From an optimization exercise on the open Yosys and OpenROAD flow, aimed at small area and a short achievable clock period; shortcuts taken in it are not production practice. In this exercise RTL edits were held to simulation tests only and were not proved equivalent to the original. No driver is modelled on the clock port, so clocking that relies on it looks cheaper here than on a real chip.

==> flow/design.v <==
module fa_cell(input a, input b, input c, output [1:0] y);
  assign y = {(a & b) | (c & (a ^ b)), a ^ b ^ c};
endmodule
module ha_cell(input a, input b, output [1:0] y);
  assign y = {a & b, a ^ b};
endmodule
module zad4
(input clk,
 input aclr,
 input [9:0] SW,
 output [0:6] HEX3, HEX2, HEX1, HEX0,
 output reg [7:0] LEDR);
  reg [7:0] A, B;
  reg [8:0] PL;     
  reg [8:0] PH;     
  always @(*)
    if (SW[9] && !SW[8]) LEDR = A;
    else if (SW[8] && !SW[9]) LEDR = B;
    else LEDR = 8'b00000000;
  wire [15:0] M;
  wire w1, w2, w3, w4, w5, w6, w7, w8, w9, w10, w11, w12, w13, w14, w15, w16, w17, w18, w19, w20, w21, w22, w23, w24, w25, w26, w27, w28, w29, w30, w31, w32, w33, w34, w35, w36, w37, w38, w39, w40, w41, w42, w43, w44, w45, w46, w47, w48, w49, w50, w51, w52, w53, w54, w55, w56, w57, w58, w59, w60, w61, w62, w63, w64, w65, w66, w67, w68, w69, w70, w71, w72, w73, w74, w75, w76, w77, w78, w79, w80, w81, w82, w83, w84, w85, w86, w87, w88, w89, w90, w91, w92, w93, w94, w95, w96, w97, w98, w99, w100, w101, w102, w103, w104, w105, w106, w107, w108, w109, w110, w111, w112;
  ha_cell add1 ((A[6] & B[0]), (A[5] & B[1]), {w2, w1});
  fa_cell add2 ((A[7] & B[0]), (A[6] & B[1]), (A[5] & B[2]), {w4, w3});
  ha_cell add3 ((A[4] & B[3]), (A[3] & B[4]), {w6, w5});
  fa_cell add4 ((A[7] & B[1]), (A[6] & B[2]), (A[5] & B[3]), {w8, w7});
  ha_cell add5 ((A[4] & B[4]), (A[3] & B[5]), {w10, w9});
  fa_cell add6 ((A[7] & B[2]), (A[6] & B[3]), (A[5] & B[4]), {w12, w11});
  ha_cell add7 ((A[4] & B[0]), (A[3] & B[1]), {w14, w13});
  fa_cell add8 ((A[5] & B[0]), (A[4] & B[1]), (A[3] & B[2]), {w16, w15});
  ha_cell add9 ((A[2] & B[3]), (A[1] & B[4]), {w18, w17});
  fa_cell add10 (w1, (A[4] & B[2]), (A[3] & B[3]), {w20, w19});
  fa_cell add11 ((A[2] & B[4]), (A[1] & B[5]), (A[0] & B[6]), {w22, w21});
  fa_cell add12 (w2, w3, w5, {w24, w23});
  fa_cell add13 ((A[2] & B[5]), (A[1] & B[6]), (A[0] & B[7]), {w26, w25});
  fa_cell add14 (w4, w6, w7, {w28, w27});
  fa_cell add15 (w9, (A[2] & B[6]), (A[1] & B[7]), {w30, w29});
  fa_cell add16 (w8, w10, w11, {w32, w31});
  fa_cell add17 ((A[4] & B[5]), (A[3] & B[6]), (A[2] & B[7]), {w34, w33});
  fa_cell add18 (w12, (A[7] & B[3]), (A[6] & B[4]), {w36, w35});
  fa_cell add19 ((A[5] & B[5]), (A[4] & B[6]), (A[3] & B[7]), {w38, w37});
  fa_cell add20 ((A[7] & B[4]), (A[6] & B[5]), (A[5] & B[6]), {w40, w39});
  ha_cell add21 ((A[3] & B[0]), (A[2] & B[1]), {w42, w41});
  fa_cell add22 (w13, (A[2] & B[2]), (A[1] & B[3]), {w44, w43});
  fa_cell add23 (w14, w15, w17, {w46, w45});
  fa_cell add24 (w16, w18, w19, {w48, w47});
  fa_cell add25 (w20, w22, w23, {w50, w49});
  fa_cell add26 (w24, w26, w27, {w52, w51});
  fa_cell add27 (w28, w30, w31, {w54, w53});
  fa_cell add28 (w32, w34, w35, {w56, w55});
  fa_cell add29 (w36, w38, w39, {w58, w57});
  fa_cell add30 (w40, (A[7] & B[5]), (A[6] & B[6]), {w60, w59});
  ha_cell add31 ((A[2] & B[0]), (A[1] & B[1]), {w62, w61});
  fa_cell add32 (w41, (A[1] & B[2]), (A[0] & B[3]), {w64, w63});
  fa_cell add33 (w42, w43, (A[0] & B[4]), {w66, w65});
  fa_cell add34 (w44, w45, (A[0] & B[5]), {w68, w67});
  fa_cell add35 (w46, w47, w21, {w70, w69});
  fa_cell add36 (w48, w49, w25, {w72, w71});
  fa_cell add37 (w50, w51, w29, {w74, w73});
  fa_cell add38 (w52, w53, w33, {w76, w75});
  fa_cell add39 (w54, w55, w37, {w78, w77});
  fa_cell add40 (w56, w57, (A[4] & B[7]), {w80, w79});
  fa_cell add41 (w58, w59, (A[5] & B[7]), {w82, w81});
  fa_cell add42 (w60, (A[7] & B[6]), (A[6] & B[7]), {w84, w83});
  ha_cell add43 ((A[1] & B[0]), (A[0] & B[1]), {w86, w85});
  fa_cell add44 (w61, (A[0] & B[2]), w86, {w88, w87});
  fa_cell add45 (w62, w63, w88, {w90, w89});
  fa_cell add46 (w64, w65, w90, {w92, w91});
  fa_cell add47 (w66, w67, w92, {w94, w93});
  fa_cell add48 (w68, w69, w94, {w96, w95});
  fa_cell add49 (w70, w71, w96, {w98, w97});
  fa_cell add50 (w72, w73, w98, {w100, w99});
  fa_cell add51 (w74, w75, w100, {w102, w101});
  fa_cell add52 (w76, w77, w102, {w104, w103});
  fa_cell add53 (w78, w79, w104, {w106, w105});
  fa_cell add54 (w80, w81, w106, {w108, w107});
  fa_cell add55 (w82, w83, w108, {w110, w109});
  fa_cell add56 (w84, (A[7] & B[7]), w110, {w112, w111});
  assign M = {w112, w111, w109, w107, w105, w103, w101, w99, w97, w95, w93, w91, w89, w87, w85, (A[0] & B[0])};
  function [3:0] dcell(input [3:0] x);
    dcell = {~((~x[1]) | (x[0] & x[2] & ~x[3]) | (~x[0] & x[3])),
             (x[1] & ~x[3]) | (~x[0] & ~x[1] & x[2]) | (x[0] & x[1]),
             (x[0] & ~x[3]) | (~x[0] & x[2]),
             ~((~x[0] & ~x[1]) | (~x[2]))};
  endfunction
  function [2:0] qbin(input [2:0] x);
    qbin = {(x[1] & ~x[2]),
            (x[2]),
            ~((~x[0]) | (x[1] & ~x[2]))};
  endfunction
  reg [11:0] hg;
  reg [3:0] h0, h1, h2;
  reg [8:0] hd;
  integer m;
  always @(*) begin
    hg = 12'd0;
    for (m = 15; m >= 9; m = m - 1) begin
      h0 = dcell(hg[3:0]);
      h1 = dcell(hg[7:4]);
      h2 = dcell(hg[11:8]);
      hg = {h2[3:1], h1[0], h1[3:1], h0[0], h0[3:1], M[m]};
    end
    hd = hg[8:0];
  end
  always @(posedge clk, negedge aclr)
    if (~aclr) begin
      A <= 8'd0; B <= 8'd0; PL <= 9'd0; PH <= 9'd0;
    end else begin
      if (SW[9]) A <= SW[7:0];
      if (SW[8]) B <= SW[7:0];
      PL <= M[8:0];
      PH <= hd;
    end
  reg [15:0] dg;
  reg [3:0] u0, u1, u2, u3;
  integer k;
  always @(*) begin
    dg = {7'd0, PH};
    for (k = 8; k >= 0; k = k - 1) begin
      u0 = dcell(dg[3:0]);
      u1 = dcell(dg[7:4]);
      u2 = dcell(dg[11:8]);
      u3 = dcell(dg[15:12]);
      dg = {u3[3:1], u2[0], u2[3:1], u1[0], u1[3:1], u0[0], u0[3:1], PL[k]};
    end
  end
  assign HEX0 = {3'b000, qbin(dg[3:1]), dg[0]};
  assign HEX1 = {3'b000, qbin(dg[7:5]), dg[4]};
  assign HEX2 = {3'b000, qbin(dg[11:9]), dg[8]};
  assign HEX3 = {3'b000, qbin(dg[15:13]), dg[12]};
endmodule
==> flow/flow/run.sh <==
#!/bin/bash
# The standard ORFS layout with these changes:
#  - synthesis maps the logic with an area-oriented ABC script (flow/abc_area_map.script);
#    everything else in synthesis is synth_recipe.tcl unchanged;
#  - the port buffers are sky130_fd_sc_hd__buf_2 instead of the default delay buffer;
#  - the clock: before CTS, flow/manual_clk.tcl drives all registers' clock pins from one
#    clkbuf_16 at their centroid, fed by the clk port; CTS then finds no net left to build;
#  - one tie cell drives all constant outputs (no tie fanout repair);
#  - before CTS, flow/small_port_bufs.tcl makes the SW[7:0] and HEX port buffers buf_1.
set -euo pipefail
here=$(pwd)
export SKIP_REPAIR_TIE_FANOUT=1
export BUFFER_PORTS_ARGS="-buffer_cell sky130_fd_sc_hd__buf_2"
export PRE_CTS_TCL=$here/flow/pre_cts.tcl
export MANUAL_CLK_BUF=sky130_fd_sc_hd__clkbuf_16
export MANUAL_CLK_GROUPS=1
export CTS_ARGS="-sink_clustering_enable -repair_clock_nets -dont_use_dummy_load -buf_list sky130_fd_sc_hd__clkbuf_8 -clk_nets clk"
export MY_ABC_SCRIPT=$here/flow/abc_area_map.script
export FLOW_SYNTH_TCL=$here/synth_recipe.tcl
sed "s#SYNTH_SCRIPT=[^ ]*#SYNTH_SCRIPT=$here/flow/synth.tcl#" standard.sh > own_standard.sh
bash own_standard.sh > standard.log 2>&1
==> flow/flow/abc_area_map.script <==
strash
dch
amap -Q 0.3
==> flow/flow/manual_clk.tcl <==
# Clock distribution for a design with a few dozen registers: the register clock
# pins are split into $::env(MANUAL_CLK_GROUPS) groups by x position, and each group
# is driven by one $::env(MANUAL_CLK_BUF) placed at the group's centroid, itself
# driven by the clk port. CTS then finds no net left to build a tree for.
set block [ord::get_db_block]
set clknet [$block findNet clk]
set master [[ord::get_db] findMaster $::env(MANUAL_CLK_BUF)]
set ngroups $::env(MANUAL_CLK_GROUPS)
set pins {}
foreach it [$clknet getITerms] {
  set bb [[$it getInst] getBBox]
  lappend pins [list [expr {([$bb xMin] + [$bb xMax]) / 2}] [expr {([$bb yMin] + [$bb yMax]) / 2}] $it]
}
set pins [lsort -integer -index 0 $pins]
set n [llength $pins]
for {set g 0} {$g < $ngroups} {incr g} {
  set lo [expr {$g * $n / $ngroups}]
  set hi [expr {($g + 1) * $n / $ngroups - 1}]
  set inst [odb::dbInst_create $block $master clkbuf_manual_$g]
  set net [odb::dbNet_create $block clknet_manual_$g]
  $net setSigType CLOCK
  set sx 0; set sy 0
  foreach p [lrange $pins $lo $hi] {
    lassign $p x y it
    set sx [expr {$sx + $x}]; set sy [expr {$sy + $y}]
    $it disconnect
    $it connect $net
  }
  set k [expr {$hi - $lo + 1}]
  [$inst findITerm A] connect $clknet
  [$inst findITerm X] connect $net
  $inst setLocation [expr {$sx / $k}] [expr {$sy / $k}]
  $inst setPlacementStatus PLACED
  puts "manual clock buffer $g ([$master getName]) drives $k clock pins"
}
==> flow/flow/pre_cts.tcl <==
source [file join [file dirname [info script]] small_port_bufs.tcl]
source [file join [file dirname [info script]] manual_clk.tcl]
==> flow/flow/small_port_bufs.tcl <==
# The data inputs SW[7:0] and the HEX outputs have timing to spare: their port
# buffers (inserted as buf_2 by buffer_ports) are made buf_1.
set block [ord::get_db_block]
set buf1 [[ord::get_db] findMaster sky130_fd_sc_hd__buf_1]
set n 0
foreach bt [$block getBTerms] {
  set name [$bt getName]
  if {![regexp {^(SW\[[0-7]\]|HEX[0-3]\[[0-6]\])$} $name]} { continue }
  foreach it [[$bt getNet] getITerms] {
    set inst [$it getInst]
    if {[[$inst getMaster] getName] eq "sky130_fd_sc_hd__buf_2"} {
      $inst swapMaster $buf1
      incr n
    }
  }
}
puts "small_port_bufs: $n port buffers made buf_1"
==> flow/flow/synth.tcl <==
# The standard synthesis (synth_recipe.tcl), with only the final ABC mapping
# run from the script in $MY_ABC_SCRIPT (area-oriented mapping).
proc abc {args} {
  set i [lsearch -exact $args -script]
  if {$i >= 0 && [info exists ::env(MY_ABC_SCRIPT)]} {
    lset args [expr {$i + 1}] $::env(MY_ABC_SCRIPT)
  }
  yosys abc {*}$args
}
source $::env(FLOW_SYNTH_TCL)
==> flow/standard.sh <==
#!/bin/bash
# synth_recipe.tcl (not shown) runs the flow's synth.tcl, then flattens the netlist and writes it again
# the make line also repeats each setting of config.mk as NAME=value (left out here)
make -C /OpenROAD-flow-scripts/flow DESIGN_CONFIG=/design/flow/config.mk WORK_HOME=/design/flow/orfs CLKGATE_MAP_FILE= SYNTH_SCRIPT=/design/flow/synth_recipe.tcl "${@:-finish}"
==> flow/config.mk <==
export PLATFORM = sky130hd
export DESIGN_NAME = zad4
export DESIGN_NICKNAME = zad4
export VERILOG_FILES = /design/flow/design.v
export SDC_FILE = /design/flow/constraint.sdc
export NUM_CORES = 4
export LEC_CHECK = 0
export ABC_AREA = 1
export CAP_MARGIN = 20
export CORE_MARGIN = 2
export CORE_UTILIZATION = 60
export SLEW_MARGIN = 20
export SYNTH_HIERARCHICAL = 1
==> flow/constraint.sdc <==
create_clock -name core_clock -period 18.0 [get_ports {clk}]
set_input_delay 3.6000 -clock core_clock [delete_from_list [all_inputs] [get_ports {clk}]]
set_output_delay 3.6000 -clock core_clock [all_outputs]
set_load 0.01 [all_outputs]
==> impl_metrics.tcl, run 1 <==
set metrics [dict create \
    outcome "finished clean" \
    slowest_delay_ns 0.30 \
    netlist_top_cells_area "fa_1, dfrtp_1, nor2_1" \
    area_growth_pct 4.43 \
    worstSkewPairLatency_ns 0.18 \
    grt_pass1_wl_um 13100 \
    cts_resized 0 \
    wl_per_cell_um 12.7 \
    fmax_mhz 121 \
    slew_headroom_pct 51.1 \
    path_class "in -> out" \
    ys_seq_elements 34 \
    fin_ws_ns 9.72 \
    final_cells 570 \
    route.detailed.drc 0 \
    antenna_left 0 \
    rsz0062_at_grt "no" \
    synth.distinct_cells 26 \
    met2_length_um 3710 \
    synth_edf_count 0 \
    worst-endpoint-arrival_ns 4.68 \
    stdcell_area_um2 3980 \
    worstMarginPinSlew_ns 0.734 \
    syn_area_per_cell_um2 8.11 \
    n_antenna_cell 0 \
    async_flop_share_pct 100 \
    die_y_um 83.7 \
    synthSimpleGateAreaFrac_pct 16.7 \
    crit_start "SW[9]" \
    crit_fanout 10 \
    hold_buffers 0 \
    synth_area_um2 3810 \
    dr_wl_met3_um 276 \
    synth_top_family_by_area "adder cells" \
    final_nets 564 \
    yosysSeqAreaShare_pct 22.3 \
    gp_congestion 0.844 \
    drt_iter0_markers 93 \
    fin_crit_ns 8.28 \
    hold_violations 0 \
    syn-instance-count 470 \
    hpwl_um 5800 \
    startpoint_type "input port" \
    wirelength_um 7220 \
    netlist.area_leader.share_pct 25.2 \
    cpMostUsedCell "buf_2" \
    wl_met1_um 3180 \
    coreArea_um2 6240 \
    reg2regPathDepth 24 \
    whs_path_depth 2 \
    cap_viol_max_count 0 \
    synth_compound_area_share_pct 25.2 \
    final_layout_size_suffix_gt1_share_pct 2.43 \
    antenna_found_initial 0 \
    syn-num-nets 539 \
    utilization_pct 63.8 \
    r2r_start "A[4]" \
    hp-class "reg -> reg" \
    portBuffers 35 \
    placed_cells 569 \
    finalCritPeriodShare_pct 46.0 \
    synth_most_common_cell "nor2_1" \
    synth-main-ff-cell "dfrtp_1" \
    grt_overflow 0 \
    required_ns 14.40 \
    grt_usage_pct 21.9 \
    synth_xor_area_share_pct 0.230 \
    worstPathCellList "buf_2 > clkinv_1 > nand2_1 > o22ai_1 > buf_2" \
    first_global_vias 3095 \
    dpl_worst_slack_ns 9.76 \
    setup_viol 0 \
    via_per_inst 5.77 \
    hp-start "B[0]" \
    highest_layer "met4" \
    post_dp_cell_area_um2 3990 \
    slew_viol_final 0 \
    dieArea_um2 7010 \
    synth_commonest_cells "nor2_1, clkinv_1, fa_1, o21ai_0, dfrtp_1" \
    die_w_um 83.7 \
    dr.pass1.iters 4 \
    synthMuxAreaShare_pct 0 \
    yosysTopAreaCell "fa_1" \
    ioPinCount 48 \
    start_util_pct 61.1 \
    cp-end-kind "primary output" \
    grt_max_degree 35 \
    skew_ns 0.00615 \
    num_rows 29 \
    postCtsSetupBuffers 0 \
    synthAdderAreaFrac_pct 28.1 \
    ys_warn_count 7 \
    via_count 3288 \
    setup_tns_ns 0 \
    cts.clk_slew.worst_paths_ns 0.12 \
    critPathSlowestCell "nand2_1" \
    hold_ws_ns 0.652 \
]
[cells by family after synthesis]
kind of cell,after synthesis
flip-flops,34
AND/OR/NAND/NOR,163
other,1
buffers and inverters,62
adder cells (fa/ha/maj),57
AO/OA/AOI/OAI,152
XOR/XNOR,1
[per-module statistics from Yosys, one instance, submodules excluded]
module	area, µm²	flip-flops and latches
zad4	2750	34
fa_cell	20.0	0
ha_cell	12.5	0
[registers in the layout, indices dropped and copies added, names as in the netlist]
| register | flops |
|---|---|
| A | 8 |
| B | 8 |
| PH | 9 |
| PL | 9 |
[final timing paths]
| kind | end | slack (ns) |
|---|---|---|
| hold reg to reg | PL[0] | 0.65 |
| setup / recovery | LEDR[1] | 9.72 |
| setup reg to reg | PH[2] | 9.86 |
| min in group asynchronous | A[5] | 3.46 |
| max in group asynchronous | PH[6] | 14.07 |
| hold / removal | PL[0] | 0.65 |
[placed cells by master, fill, tap and decap left out, types with 2 or more instances in the layout]
| cell type | count |
|---|---|
| a21boi_0 | 3 |
| buf_1 | 24 |
| clkinv_1 | 49 |
| buf_2 | 11 |
| o22ai_1 | 30 |
| dfrtp_1 | 34 |
| o21ai_0 | 48 |
| nor2_1 | 120 |
| a21oi_1 | 14 |
| nand2_1 | 33 |
| ha_1 | 9 |
| o21a_1 | 13 |
| a31oi_1 | 6 |
| o31ai_1 | 7 |
| or2_0 | 7 |
| o21bai_1 | 19 |
| o221a_1 | 2 |
| fa_1 | 48 |
| o31a_1 | 7 |
[layer usage]
layer / vias up / GRT usage, %
met5: - / 0
met1: 1560 / 29.1
li1: 1648 / -
met2: 76 / 41.6
met4: 0 / 2.05
met3: 4 / 0.495
[worst max-delay path: cells and delay by family]
| kind | cells | cell delay [ns] |
|---|---|---|
| and+or+nand+nor | 1 | 0.30 |
| buffers and inverters | 3 | 0.64 |
| AOI/OAI and AO/OA | 1 | 0.13 |
[cell type report]
class | instances | area (µm²)
well taps | 77 | 96.3
inverters | 49 | 184
plain buffers | 1 | 25.0
fillers | 552 | 2260
multi-input cells | 374 | 2680
flip-flops and latches | 34 | 851
repair buffers | 35 | 145
==> run 2, diff against run 1 <==
==> flow/flow/abc_area_map.script (replaced) <==
strash
dch
amap
==> run 2 against run 1 <==
Against the previous run:
- final area unchanged
- register-to-register slack improved by 0.02 ns
- clock skew decreased by 0.0027 ns
- still clean
- first-iteration DRC count decreased by 11%
- utilization unchanged
- setup slack improved by 0.12 ns
==> impl_metrics.tcl, run 2 <==
set metrics [dict create \
    postCtsSetupBuffers 0 \
    netlist_top_cells_area "fa_1, dfrtp_1, nor2_1" \
    portBuffers 35 \
    cp_top_family "buffers and inverters" \
    area_growth_pct 4.43 \
    ys_seq_elements 34 \
    yosysSeqAreaShare_pct 22.3 \
    via_count 3297 \
    antenna_found_initial 0 \
    slew_viol_final 0 \
    die_w_um 83.7 \
    coreArea_um2 6240 \
    final_cell_mix "nor2_1, clkinv_1, o21ai_0, fa_1, dfrtp_1" \
    cts_resized 0 \
    cts.clk_slew.worst_paths_ns 0.12 \
    hold_violations 0 \
    rrSetupSlack_ns 9.88 \
    synth_commonest_cells "nor2_1, clkinv_1, fa_1, o21ai_0, dfrtp_1" \
    cpMostUsedCell "buf_2" \
    yosysTopAreaCell "fa_1" \
    wl_per_cell_um 12.6 \
    final_cells 580 \
    multi_input_area_um2 2670 \
    grt_pass1_wl_um 13400 \
    hpwl_um 5950 \
    hp-class "reg -> reg" \
    required_ns 14.40 \
    fin_crit_ns 8.16 \
    ioPinCount 48 \
    worstPathCellList "buf_2 > clkinv_1 > nand2_1 > o22ai_1 > buf_2" \
    crit_fanout 10 \
    worstMarginPinSlew_ns 0.714 \
    cap_viol_max_count 0 \
    rsz0062_at_grt "no" \
    startpoint_type "input port" \
    final_nets 574 \
    path_buf_inv 3 \
    hold_buffers 0 \
    dr_wl_met3_um 284 \
    dieArea_um2 7010 \
    gp_congestion 0.868 \
    start_util_pct 61.1 \
    synth_most_common_cell "nor2_1" \
    synth.distinct_cells 24 \
    via_per_inst 5.68 \
    utilization_pct 63.8 \
    skew_ns 0.00348 \
    syn_area_per_cell_um2 7.95 \
    dr.pass1.iters 4 \
    wirelength_um 7330 \
    outcome "finished clean" \
    ys_warn_count 7 \
    setup_tns_ns 0 \
    worstSkewPairLatency_ns 0.18 \
    met2_length_um 3830 \
    stdcell_area_um2 3980 \
    cp-end-kind "primary output" \
    first_global_vias 3217 \
    worst-endpoint-arrival_ns 4.56 \
    synth_edf_count 0 \
    grt_max_degree 35 \
    final_layout_size_suffix_gt1_share_pct 2.39 \
    synth_area_um2 3810 \
    num_rows 29 \
    highest_layer "met4" \
    route.detailed.drc 0 \
    placed_cells 579 \
    layout_commonest_cell "nor2_1" \
    slew_headroom_pct 52.4 \
    wl_met1_um 3170 \
    syn-num-nets 549 \
    setup_viol 0 \
    netlist.area_leader.share_pct 25.2 \
    grt_usage_pct 22.1 \
    register_area_um2 851 \
    synth-main-ff-cell "dfrtp_1" \
    largestRegisters "PH (9), PL (9)" \
    hold_ws_ns 0.672 \
    post_dp_cell_area_um2 3990 \
    n_antenna_cell 0 \
    drt_iter0_markers 83 \
    num-fill-cells 558 \
    antenna_left 0 \
    finalCritPeriodShare_pct 45.3 \
    async_flop_share_pct 100 \
    die_y_um 83.7 \
    slowest_delay_ns 0.27 \
    syn-instance-count 480 \
    critPathSlowestCell "nand2_1" \
    fmax_mhz 123 \
    grt_overflow 0 \
    path_class "in -> out" \
]
==> run 2: cell count changes after synthesis, moves of 2 or more <==
cell / delta
nor2_1: +18
o21bai_1: -10
clkinv_1: +3
a21oi_1: +2
nand2_1: -2
o21a_1: -2
o22ai_1: +2
o31ai_1: +2
==> run 2: stage by stage <==
step           setup slack [ns]
2_1_floorplan             10.28
3_3_place_gp               9.94
3_5_place_dp               9.84
4_1_cts                    9.86
5_1_grt                    9.37
6_report                   9.84
==> run 2: layout make-up <==
cell class	count	area share [%]
Multi-Input combinational cell	381	67.0
Sequential cell	34	21.4
Inverter	52	4.90
Timing Repair Buffer	35	3.64
Tap cell	77	2.42
Buffer	1	0.628
==> run 2: metal layers <==
metal	vias to the layer above	track usage (%)
met5	-	0
met4	0	1.76
met3	2	0.890
met2	70	42.8
met1	1563	28.7
li1	1662	-
==> run 2: final timing paths <==
| kind | start | endpoint | depth (start not counted) |
|---|---|---|---|
| worst max-delay path | SW[9] | LEDR[3] | 5 |
| worst min-delay path | B[0] | PL[0] | 2 |
| worst max register to register | A[3] | PH[2] | 25 |
| worst min register to register | B[0] | PL[0] | 2 |
| max in group asynchronous | aclr | PH[7] | 1 |
| min in group asynchronous | aclr | A[1] | 1 |
==> run 2: cell families after synthesis <==
kind of cell    count (synthesis)  synth area share, %
simple gates                  177                 17.9
buf+inv                        65                 7.68
compound gates                146                 23.9
other cells                     1               0.0983
fa+ha+maj                      57                 28.1
flops                          34                 22.3
==> run 2: Yosys stat by module, one instance, submodules excluded <==
module   cells inside  flip-flops and latches
ha_cell             1                       0
zad4              424                      34
fa_cell             1                       0
==> run 2: worst min-delay path, cell delays in order, from the launching register on <==
cell and delay, ns:
dfrtp_1 0.38, clkinv_1 0.18, nor2_1 0.07

==> what the ideal ports hide <==
No port has a modelled driver above. Below, the same layouts with a new extraction and two added sets of constraints.
Step 1 (the two cells are an assumption about what drives the block):
set clk [get_ports {clk}]
set_driving_cell -lib_cell sky130_fd_sc_hd__clkbuf_16 $clk
set_driving_cell -lib_cell sky130_fd_sc_hd__buf_2 [delete_from_list [all_inputs] $clk]
Step 2 times the ports against the registers' clock, not the clock port: input delays grow and output delays shrink by t, the midpoint of the rising clock arrivals with the driver on.
a / b / c = ideal / step 1 / step 2; a / b = the first two.
run | shift t [ns] | slack for setup (ns) | hold slack, ns | worst setup path after step 2 | worst register clock-pin slew, ns
run 1 | 0.213 | 9.725 / 9.703 / 9.703 | 0.652 / 0.652 / 0.652 | input to output | 0.12 / 0.12
run 2 | 0.213 | 9.841 / 9.816 / 9.816 | 0.672 / 0.672 / 0.672 | input to output | 0.12 / 0.12
After both steps setup and hold are still met in every run listed. For run 2, which loses most, drivers alone change the setup slack by -0.025 ns; drivers and shift together by -0.025 ns.
